From an optimization exercise on the open Yosys and OpenROAD flow, aimed at small area; shortcuts taken in it are not production practice.
RTL that was checked went through simulation tests only; none was proved equivalent to the original.
The clock port is modelled as an ideal driver; clocking choices that lean on that would not hold on a real chip.
No activity file was given, so power comes from the tool's default toggle rates.

== TR ==
## SDRAM_arbit
module SDRAM_arbit(
    input                   sysclk_100M         ,
    input                   rst_n               ,
    output                  CKE                 ,
    output                  cs_n                ,
    output  reg             ras_n               ,
    output  reg             cas_n               ,
    output  reg             we_n                ,
    output          [12:0]  addr                ,
    output          [ 1:0]  ba                  ,
    output          [ 1:0]  dqm                 ,
    output                  dq_oe               ,   
    input                   write_trig          ,   
    output                  write_data_vld      ,   
    input                   read_trig           ,
    output                  read_data_vld       ,   
    output  reg             write_end
);
For scale: roughly 410 cells after synthesis, roughly 81 flip-flops, ~30 I/O pins, about 4100 um2 of cells after synthesis.
export LEC_CHECK = 0
export CAP_MARGIN = 20
export CORE_MARGIN = 2
export CORE_UTILIZATION = 40
export SLEW_MARGIN = 20
create_clock -name core_clock -period 10.0 [get_ports {sysclk_100M}]
standard.sh (not shown) runs the stock make flow with config.mk's settings and CLKGATE_MAP_FILE= SYNTH_SCRIPT=/design/flow/synth_recipe.tcl, a recipe that flattens the netlist after the stock synthesis.
==> flow/flow/run.sh <==
#!/bin/bash
# The standard layout (standard.sh: standard synthesis, floorplan, place,
# CTS, route, finish) with changes made only through ORFS's own variables:
#  - after floorplan, OpenROAD's restructure re-maps the combinational logic
#    for area (flow/remap.tcl), with the platform's liberty less its
#    don't-use cells (flow/filter_lib.py); registers are not touched;
#  - the port buffers use the smallest buffer cell (buf_1);
#  - clock tree synthesis builds the tree from clkbuf_8 without dummy loads;
#  - the two tie cells of synthesis (tie-high, tie-low) are kept instead of
#    one tie cell per constant pin;
#  - after clock tree synthesis, cells are sized down where timing allows
#    (flow/recover.tcl).
# All tool output goes to standard.log here and to ORFS's logs under orfs/.
cp standard.sh standard_sh_copy.log
export BUFFER_PORTS_ARGS="-buffer_cell sky130_fd_sc_hd__buf_1"
export CTS_ARGS="-sink_clustering_enable -repair_clock_nets -dont_use_dummy_load -buf_list sky130_fd_sc_hd__clkbuf_8 -root_buf sky130_fd_sc_hd__clkbuf_8"
export SKIP_REPAIR_TIE_FANOUT=1
export POST_FLOORPLAN_TCL="$(pwd)/flow/remap.tcl"
export POST_CTS_TCL="$(pwd)/flow/recover.tcl"
bash standard.sh > standard.log 2>&1
==> flow/flow/filter_lib.py <==
#!/usr/bin/env python3
# Copy a liberty file without the cells named (glob patterns allowed) in
# the DONT_USE_CELLS environment variable.
# usage: filter_lib.py IN.lib OUT.lib
import fnmatch, os, re, sys
pats = os.environ.get('DONT_USE_CELLS', '').split()
src, dst = sys.argv[1], sys.argv[2]
out = []
depth = 0
skip_depth = None
cell_re = re.compile(r'^\s*cell\s*\(\s*"?([^")\s]+)"?\s*\)')
removed = []
with open(src) as f:
    for line in f:
        if skip_depth is None and depth == 1:
            m = cell_re.match(line)
            if m and any(fnmatch.fnmatchcase(m.group(1), p) for p in pats):
                skip_depth = depth
                removed.append(m.group(1))
        opens, closes = line.count('{'), line.count('}')
        if skip_depth is None:
            out.append(line)
        depth += opens - closes
        if skip_depth is not None and depth <= skip_depth and (opens or closes):
            skip_depth = None
with open(dst, 'w') as f:
    f.writelines(out)
print('removed %d cells: %s' % (len(removed), ' '.join(removed)))
==> flow/flow/remap.tcl <==
# After floorplan: re-map the combinational logic for area with OpenROAD's
# restructure (ABC), keeping every register. ABC gets the platform's liberty
# without the cells the platform marks don't-use (filter_lib.py).
set flow_dir [file dirname [file normalize [info script]]]
set lib_in [lindex $::env(LIB_FILES) 0]
set lib_out $::env(OBJECTS_DIR)/restructure_lib.lib
puts [exec python3 $flow_dir/filter_lib.py $lib_in $lib_out]
log_cmd estimate_parasitics -placement
log_cmd restructure -target area -liberty_file $lib_out \
  -tiehi_port sky130_fd_sc_hd__conb_1/HI -tielo_port sky130_fd_sc_hd__conb_1/LO \
  -work_dir $::env(OBJECTS_DIR) -abc_logfile $::env(LOG_DIR)/2_restructure_abc.log
Other scripts of this flow, unchanged in this note and not shown: flow/flow/recover.tcl
> inputs changed (TR -> JK)
-- flow/flow/run.sh --
<<< TR, line 5
#    for area (flow/remap.tcl), with the platform's liberty less its
#    don't-use cells (flow/filter_lib.py); registers are not touched;
>>> JK, line 5
#    for area (flow/remap.tcl); registers are not touched;
==> flow/flow/remap.tcl <==
# After floorplan: re-map the combinational logic for area with OpenROAD's
# restructure (ABC), keeping every register.
log_cmd estimate_parasitics -placement
set lib [lindex $::env(LIB_FILES) 0]
log_cmd restructure -target area -liberty_file $lib \
  -tiehi_port sky130_fd_sc_hd__conb_1/HI -tielo_port sky130_fd_sc_hd__conb_1/LO \
  -work_dir $::env(OBJECTS_DIR) -abc_logfile $::env(LOG_DIR)/2_restructure_abc.log
removed: flow/flow/filter_lib.py
==> results.txt <==
- Across JK and TR, none had a timing, DRC or antenna violation.
- Diff TR..JK | post-synthesis cell count | unchanged
- On clock transition at the register clock pins on the worst setup and hold paths after CTS, TR tracks JK almost exactly.
- Post-layout net count: JK vs TR identical
- Count of clock-buffer cells in the layout: TR vs JK identical
- TR -> JK: core occupancy in the finished layout delta 0, exact match
- Per the comparison of JK with TR, power share of the combinational group did not really move; number of logic stages on the critical path including buffering roughly the same; number of antenna violations at the first check in global routing neither gained nor lost much.
Function was not checked in any run of this note: the RTL went through the layout flow alone.


Another version of the RTL of SDRAM_arbit (not shown whole).
For scale: about 400 cells after synthesis, ~83 flip-flops, about 30 I/O pins, roughly 0.0039 mm2 of cells after synthesis.
clock: 10.0 ns
lec_check: 0
cap_margin: 20
core_margin: 2
core_utilization: 40
slew_margin: 20
==> flow/flow/run.sh <==
#!/bin/bash
# The standard layout (standard.sh: standard synthesis, floorplan, place,
# CTS, route, finish) with changes made only through ORFS's own variables:
#  - the port buffers use the smallest buffer cell (buf_1);
#  - clock tree synthesis builds the tree from clkbuf_8 without dummy loads;
#  - the two tie cells of synthesis (tie-high, tie-low) are kept instead of
#    one tie cell per constant pin;
#  - after clock tree synthesis, cells are sized down where timing allows
#    (flow/recover.tcl).
# All tool output goes to standard.log here and to ORFS's logs under orfs/.
cp standard.sh standard_sh_copy.log
export BUFFER_PORTS_ARGS="-buffer_cell sky130_fd_sc_hd__buf_1"
export CTS_ARGS="-sink_clustering_enable -repair_clock_nets -dont_use_dummy_load -buf_list sky130_fd_sc_hd__clkbuf_8 -root_buf sky130_fd_sc_hd__clkbuf_8"
export SKIP_REPAIR_TIE_FANOUT=1
export POST_CTS_TCL="$(pwd)/flow/recover.tcl"
bash standard.sh > standard.log 2>&1
==> flow/flow/recover.tcl <==
# After clock tree synthesis: the design has several ns of setup slack, so
# size cells down where timing allows (power recovery), then re-legalize.
log_cmd estimate_parasitics -placement
log_cmd repair_timing -recover_power 100 -verbose
log_cmd detailed_placement
log_cmd check_placement -verbose
Change:
==> flow/flow/run.sh (replaced) <==
#!/bin/bash
cp standard.sh standard_sh_copy.log
export BUFFER_PORTS_ARGS="-buffer_cell sky130_fd_sc_hd__buf_1"
export CTS_ARGS="-sink_clustering_enable -repair_clock_nets -dont_use_dummy_load -buf_list sky130_fd_sc_hd__clkbuf_8 -root_buf sky130_fd_sc_hd__clkbuf_8"
bash standard.sh > standard.log 2>&1
removed: flow/flow/recover.tcl
What happened: The changed run finished clean. Sequential share of layout area falls by 0.27 points. Sequential cell count does not change. Die area is unchanged. Worst hold slack loses 0.0038 ns. Via count came out higher by about 1.5%. Routed wire length went down by 0.41%. Design area increases by 0.63%.
Change:
==> flow/flow/run.sh (replaced) <==
#!/bin/bash
cp standard.sh standard_sh_copy.log
export BUFFER_PORTS_ARGS="-buffer_cell sky130_fd_sc_hd__buf_1"
export CTS_ARGS="-sink_clustering_enable -repair_clock_nets -dont_use_dummy_load -root_buf sky130_fd_sc_hd__clkbuf_8 -buf_list sky130_fd_sc_hd__clkbuf_4 -sink_clustering_buffer sky130_fd_sc_hd__clkbuf_4 -sink_clustering_size 8 -sink_clustering_max_diameter 30 -sink_clustering_levels 2"
export SKIP_REPAIR_TIE_FANOUT=1
# after clock tree synthesis, size cells down where timing allows
export POST_CTS_TCL="$(pwd)/flow/recover.tcl"
bash standard.sh > standard.log 2>&1
==> flow/flow/recover.tcl (new file) <==
# After clock tree synthesis: the design has several ns of setup slack, so
# size cells down where timing allows (power recovery), then re-legalize.
log_cmd estimate_parasitics -placement
log_cmd repair_timing -recover_power 100 -verbose
log_cmd detailed_placement
log_cmd check_placement -verbose
Outcome: Worst setup slack got worse by 0.061 ns; global-route usage goes up by 0.36 points; flip-flop and latch count does not change; clock-buffer cell count stays the same; routed wire length goes up by 0.41%; sequential power barely changes; total power goes down by 0.98%; utilization goes down by 0.27 points; via count goes down by 1.5%.
Change:
==> flow/flow/run.sh (replaced) <==
#!/bin/bash
cp standard.sh standard_sh_copy.log
export BUFFER_PORTS_ARGS="-buffer_cell sky130_fd_sc_hd__buf_1"
export CTS_ARGS="-sink_clustering_enable -repair_clock_nets -dont_use_dummy_load -buf_list sky130_fd_sc_hd__clkbuf_4 -root_buf sky130_fd_sc_hd__clkbuf_8 -tree_buf sky130_fd_sc_hd__clkbuf_4 -sink_clustering_buffer sky130_fd_sc_hd__clkbuf_4 -sink_clustering_size 6"
bash standard.sh > standard.log 2>&1
removed: flow/flow/recover.tcl
Outcome: Fmax came out higher by about 1.3%. Cell area rises by about 0.6%. Sequential power hardly moves. Sequential share of layout area goes down by 0.27 points. Clock-buffer cell count stays the same. Wire length drops by about 0.4%. Hold slack loses 0.0038 ns.


## alpha
SDRAM_arbit, a different RTL version from the one above (not shown whole).
Size: roughly 30 I/O pins.
// SDRAM_arbit
module SDRAM_arbit(
    input                   sysclk_100M         ,
    input                   rst_n               ,
    output                  CKE                 ,
    output                  cs_n                ,
    output  reg             ras_n               ,
    output  reg             cas_n               ,
    output  reg             we_n                ,
    output          [12:0]  addr                ,
    output          [ 1:0]  ba                  ,
    output          [ 1:0]  dqm                 ,
    output                  dq_oe               ,   
    input                   write_trig          ,   
    output                  write_data_vld      ,   
    input                   read_trig           ,
    output                  read_data_vld       ,   
    output  reg             write_end
);
localparam  RW      = 10                        ;    
localparam  [RW-1:0] ROW_LAST = 938 - 1;    
localparam  [6:0]    COL_LAST = (256 >> 2) - 1;  
localparam  [2:0]   A_INIT  = 3'b000 ,
                    A_ARB_R = 3'b001 ,
                    A_ARB_W = 3'b011 ,
                    A_REF_R = 3'b101 ,
  ...
==> flow/config.mk <==
export PLATFORM = sky130hd
export DESIGN_NAME = SDRAM_arbit
export DESIGN_NICKNAME = SDRAM_arbit
export VERILOG_FILES = /design/flow/design.v
export SDC_FILE = /design/flow/constraint.sdc
export NUM_CORES = 4
export LEC_CHECK = 0
export CAP_MARGIN = 20
export CORE_MARGIN = 2
export CORE_UTILIZATION = 40
export SLEW_MARGIN = 20
==> flow/constraint.sdc <==
create_clock -name core_clock -period 10.0 [get_ports {sysclk_100M}]
set_input_delay 2.0000 -clock core_clock [delete_from_list [all_inputs] [get_ports {sysclk_100M}]]
set_output_delay 2.0000 -clock core_clock [all_outputs]
set_load 0.01 [all_outputs]
==> flow/flow/run.sh <==
#!/bin/bash
# The standard layout (standard.sh: standard synthesis, floorplan, place,
# CTS, route, finish) with changes made only through ORFS's own variables:
#  - after floorplan, OpenROAD's restructure re-maps the combinational logic
#    for area (flow/remap.tcl), with the platform's liberty less its
#    don't-use cells (flow/filter_lib.py); registers are not touched;
#  - the port buffers use the smallest buffer cell (buf_1);
#  - clock tree synthesis builds the tree from clkbuf_8 without dummy loads;
#  - the two tie cells of synthesis (tie-high, tie-low) are kept instead of
#    one tie cell per constant pin;
#  - after clock tree synthesis, cells are sized down where timing allows
#    (flow/recover.tcl).
# All tool output goes to standard.log here and to ORFS's logs under orfs/.
cp standard.sh standard_sh_copy.log
export BUFFER_PORTS_ARGS="-buffer_cell sky130_fd_sc_hd__buf_1"
export CTS_ARGS="-sink_clustering_enable -repair_clock_nets -dont_use_dummy_load -buf_list sky130_fd_sc_hd__clkbuf_8 -root_buf sky130_fd_sc_hd__clkbuf_8"
export SKIP_REPAIR_TIE_FANOUT=1
export POST_FLOORPLAN_TCL="$(pwd)/flow/remap.tcl"
export POST_CTS_TCL="$(pwd)/flow/recover.tcl"
bash standard.sh > standard.log 2>&1
==> flow/flow/remap.tcl <==
# After floorplan: re-map the combinational logic for area with OpenROAD's
# restructure (ABC), keeping every register. ABC gets the platform's liberty
# without the cells the platform marks don't-use (filter_lib.py).
set flow_dir [file dirname [file normalize [info script]]]
set lib_in [lindex $::env(LIB_FILES) 0]
set lib_out $::env(OBJECTS_DIR)/restructure_lib.lib
puts [exec python3 $flow_dir/filter_lib.py $lib_in $lib_out]
log_cmd estimate_parasitics -placement
log_cmd restructure -target area -liberty_file $lib_out \
  -tiehi_port sky130_fd_sc_hd__conb_1/HI -tielo_port sky130_fd_sc_hd__conb_1/LO \
  -work_dir $::env(OBJECTS_DIR) -abc_logfile $::env(LOG_DIR)/2_restructure_abc.log
Other scripts of this flow, unchanged in this note and not shown: flow/flow/filter_lib.py, flow/flow/recover.tcl
Having completed the whole flow, alpha delivered a layout that passed the timing, design-rule and antenna checks.
Inputs modified between alpha and beta:
--- a/flow/flow/run.sh
+++ b/flow/flow/run.sh
@@ -7,3 +7,4 @@
 #  - the port buffers use the smallest buffer cell (buf_1);
-#  - clock tree synthesis builds the tree from clkbuf_8 without dummy loads;
+#  - clock tree synthesis builds the tree from clkbuf_4 without dummy loads,
+#    then buffers driving more than 12 pins become clkbuf_8 (flow/clk.tcl);
 #  - the two tie cells of synthesis (tie-high, tie-low) are kept instead of
@@ -15,6 +16,6 @@
 export BUFFER_PORTS_ARGS="-buffer_cell sky130_fd_sc_hd__buf_1"
-export CTS_ARGS="-sink_clustering_enable -repair_clock_nets -dont_use_dummy_load -buf_list sky130_fd_sc_hd__clkbuf_8 -root_buf sky130_fd_sc_hd__clkbuf_8"
+export CTS_ARGS="-sink_clustering_enable -repair_clock_nets -dont_use_dummy_load -buf_list sky130_fd_sc_hd__clkbuf_4 -root_buf sky130_fd_sc_hd__clkbuf_4"
 export SKIP_REPAIR_TIE_FANOUT=1
 export POST_FLOORPLAN_TCL="$(pwd)/flow/remap.tcl"
-export POST_CTS_TCL="$(pwd)/flow/recover.tcl"
+export POST_CTS_TCL="$(pwd)/flow/clk.tcl"
 bash standard.sh > standard.log 2>&1
==> flow/flow/clk.tcl (new file) <==
# After clock tree synthesis with clkbuf_4: clock buffers that drive many
# pins (and the root) become clkbuf_8, so every flip-flop clock pin keeps a
# fast slew; then the rest of the post-CTS steps (recover.tcl).
set n 0
foreach inst [get_cells *] {
  if { [get_property $inst ref_name] != "sky130_fd_sc_hd__clkbuf_4" } { continue }
  set out [get_pins -of_objects $inst -filter "direction == output"]
  set net [get_nets -of_objects $out]
  set loads [llength [get_pins -of_objects $net -filter "direction == input"]]
  if { $loads > 12 } {
    replace_cell $inst sky130_fd_sc_hd__clkbuf_8
    incr n
  }
}
puts "clk.tcl: $n clock buffers up-sized to clkbuf_8"
source [file dirname [file normalize [info script]]]/recover.tcl
Notes after the runs:
beta closes out successfully: all stages finished, all timing, DRC and antenna checks passed.
Re largest incremental delay on the critical path: alpha and beta aren't equal, and the higher value belongs to beta.
Re power: beta is 5.2% down on alpha.
Going from alpha to beta, routed length per instance now sits higher; register fraction of the total cell area went up 0.59 points; met3 capacity usage during global routing shrank by 0.61 points.
Inputs modified between beta and gamma:
--- a/flow/flow/run.sh
+++ b/flow/flow/run.sh
@@ -8,5 +8,6 @@
 #  - clock tree synthesis builds the tree from clkbuf_4 without dummy loads,
-#    then buffers driving more than 12 pins become clkbuf_8 (flow/clk.tcl);
-#  - the two tie cells of synthesis (tie-high, tie-low) are kept instead of
-#    one tie cell per constant pin;
+#    then buffers driving more than 9 pins become clkbuf_8 (flow/clk.tcl);
+#  - one tie-high and one tie-low cell drive all constant pins and ports
+#    (ORFS's tie fanout repair is skipped; flow/ties.tcl merges the tie cells
+#    that restructure inserts);
 #  - after clock tree synthesis, cells are sized down where timing allows
--- a/flow/flow/clk.tcl
+++ b/flow/flow/clk.tcl
@@ -9,3 +9,3 @@
   set loads [llength [get_pins -of_objects $net -filter "direction == input"]]
-  if { $loads > 12 } {
+  if { $loads > 9 } {
     replace_cell $inst sky130_fd_sc_hd__clkbuf_8
--- a/flow/flow/remap.tcl
+++ b/flow/flow/remap.tcl
@@ -11 +11,3 @@
   -work_dir $::env(OBJECTS_DIR) -abc_logfile $::env(LOG_DIR)/2_restructure_abc.log
+# one tie-low and one tie-high cell for all constant pins and ports
+source $flow_dir/ties.tcl
==> flow/flow/ties.tcl (new file) <==
# Restructure inserts one tie cell per constant pin or port; keep one tie-low
# and one tie-high net and move every constant load (and port) onto them.
set block [ord::get_db_block]
array set master {LO "" HI ""}
set removed 0
foreach inst [$block getInsts] {
  if { [[$inst getMaster] getName] != "sky130_fd_sc_hd__conb_1" } { continue }
  foreach port {LO HI} {
    set it [$inst findITerm $port]
    set net [$it getNet]
    if { $net == "NULL" } { continue }
    if { $master($port) == "" } { set master($port) $net; continue }
    foreach oit [$net getITerms] {
      if { [$oit getInst] != $inst } { $oit disconnect; $oit connect $master($port) }
    }
    foreach bt [$net getBTerms] { $bt connect $master($port) }
    $it disconnect
    odb::dbNet_destroy $net
  }
  if { [[$inst findITerm LO] getNet] == "NULL" && [[$inst findITerm HI] getNet] == "NULL" } {
    odb::dbInst_destroy $inst
    incr removed
  }
}
puts "ties.tcl: removed $removed tie cells"
Notes after the runs:
- Changes observed in gamma relative to beta: sequential share of layout area roughly the same; cell area flat; share of power burned in combinational logic has decreased; sum of internal, switching and leakage power climbed about 2.8%.
- Worst hold-check slack delta (beta -> gamma): insignificant
- For the minimum clock period, gamma came in 0.045 ns higher than beta did.
- Per the comparison of gamma with beta, met1 track demand over resource neither gained nor lost much; leakage power lost 0.015 nW.
- gamma and beta all finish clean.
- Between gamma and beta, the difference in peak per-stage delay on the critical path is negligible.
- Compared with beta, in gamma met3 track utilization from global routing went down by 0.61 points, upper clock frequency limit went down by 1.1%.
Changes in delta relative to gamma:
--- a/flow/flow/run.sh
+++ b/flow/flow/run.sh
@@ -9,5 +9,4 @@
 #    then buffers driving more than 9 pins become clkbuf_8 (flow/clk.tcl);
-#  - one tie-high and one tie-low cell drive all constant pins and ports
-#    (ORFS's tie fanout repair is skipped; flow/ties.tcl merges the tie cells
-#    that restructure inserts);
+#  - the two tie cells of synthesis (tie-high, tie-low) are kept instead of
+#    one tie cell per constant pin;
 #  - after clock tree synthesis, cells are sized down where timing allows
--- a/flow/flow/remap.tcl
+++ b/flow/flow/remap.tcl
@@ -11,3 +11 @@
   -work_dir $::env(OBJECTS_DIR) -abc_logfile $::env(LOG_DIR)/2_restructure_abc.log
-# one tie-low and one tie-high cell for all constant pins and ports
-source $flow_dir/ties.tcl
removed: flow/flow/ties.tcl
Notes after the runs:
When the final numbers for delta and gamma were put side by side, the data arrival at the endpoint of the critical path turned out to be greater in gamma. In delta, first-pass GRT wire length is lower than in gamma. There was hardly any difference in power attributed to the clock group between delta and gamma. Comparing gamma with delta, the worst-skew pair later-pin latency came out essentially unchanged. [compare] base=gamma new=delta: final critical-path required period went down by 0.031 ns, final cell count went up by 7, fmax went up by about 0.75%.

==> port drivers added, routing unchanged <==
How much do the figures lean on ideal ports? The routed layouts below were timed once more, with nothing changed but the port constraints. Step 1 assumes that a clkbuf_16 drives the clock port and a buf_2 every other input. Step 2 adds t to the input delays and takes it off the output delays; t is the mean of the earliest and latest rising clock arrival at the registers after step 1. Input paths then give back, and output paths get back, about the clock's delay inside the block. Slacks: ideal ports / drivers / drivers and shift; pairs: ideal ports / drivers.
run	t, ns	slack for setup (ns)	worst hold slack (ns)	slew at the worst register clock pin (ns)	pins driven straight from the clock port
TR	0.372	5.879 / 5.879 / 5.816	0.442 / 0.442 / 0.442	0.09 / 0.09	1
JK	0.372	5.879 / 5.879 / 5.816	0.442 / 0.442 / 0.442	0.09 / 0.09	1
the first run of note 2	0.379	5.327 / 5.327 / 5.327	0.438 / 0.438 / 0.438	0.09 / 0.09	1
the second run of note 2	0.378	5.388 / 5.388 / 5.388	0.434 / 0.434 / 0.434	0.10 / 0.10	1
the third run of note 2	0.379	5.327 / 5.327 / 5.327	0.438 / 0.438 / 0.438	0.09 / 0.09	1
the fourth run of note 2	0.378	5.388 / 5.388 / 5.388	0.434 / 0.434 / 0.434	0.10 / 0.10	1
alpha	0.377	5.926 / 5.895 / 6.272	0.437 / 0.437 / 0.437	0.09 / 0.09	1
beta	0.420	5.836 / 5.810 / 6.213	0.443 / 0.443 / 0.443	0.11 / 0.11	1
gamma	0.443	5.792 / 5.762 / 6.160	0.444 / 0.444 / 0.444	0.10 / 0.10	1
delta	0.434	5.823 / 5.796 / 6.229	0.438 / 0.438 / 0.438	0.10 / 0.10	1
After both steps every run listed still meets setup and hold.
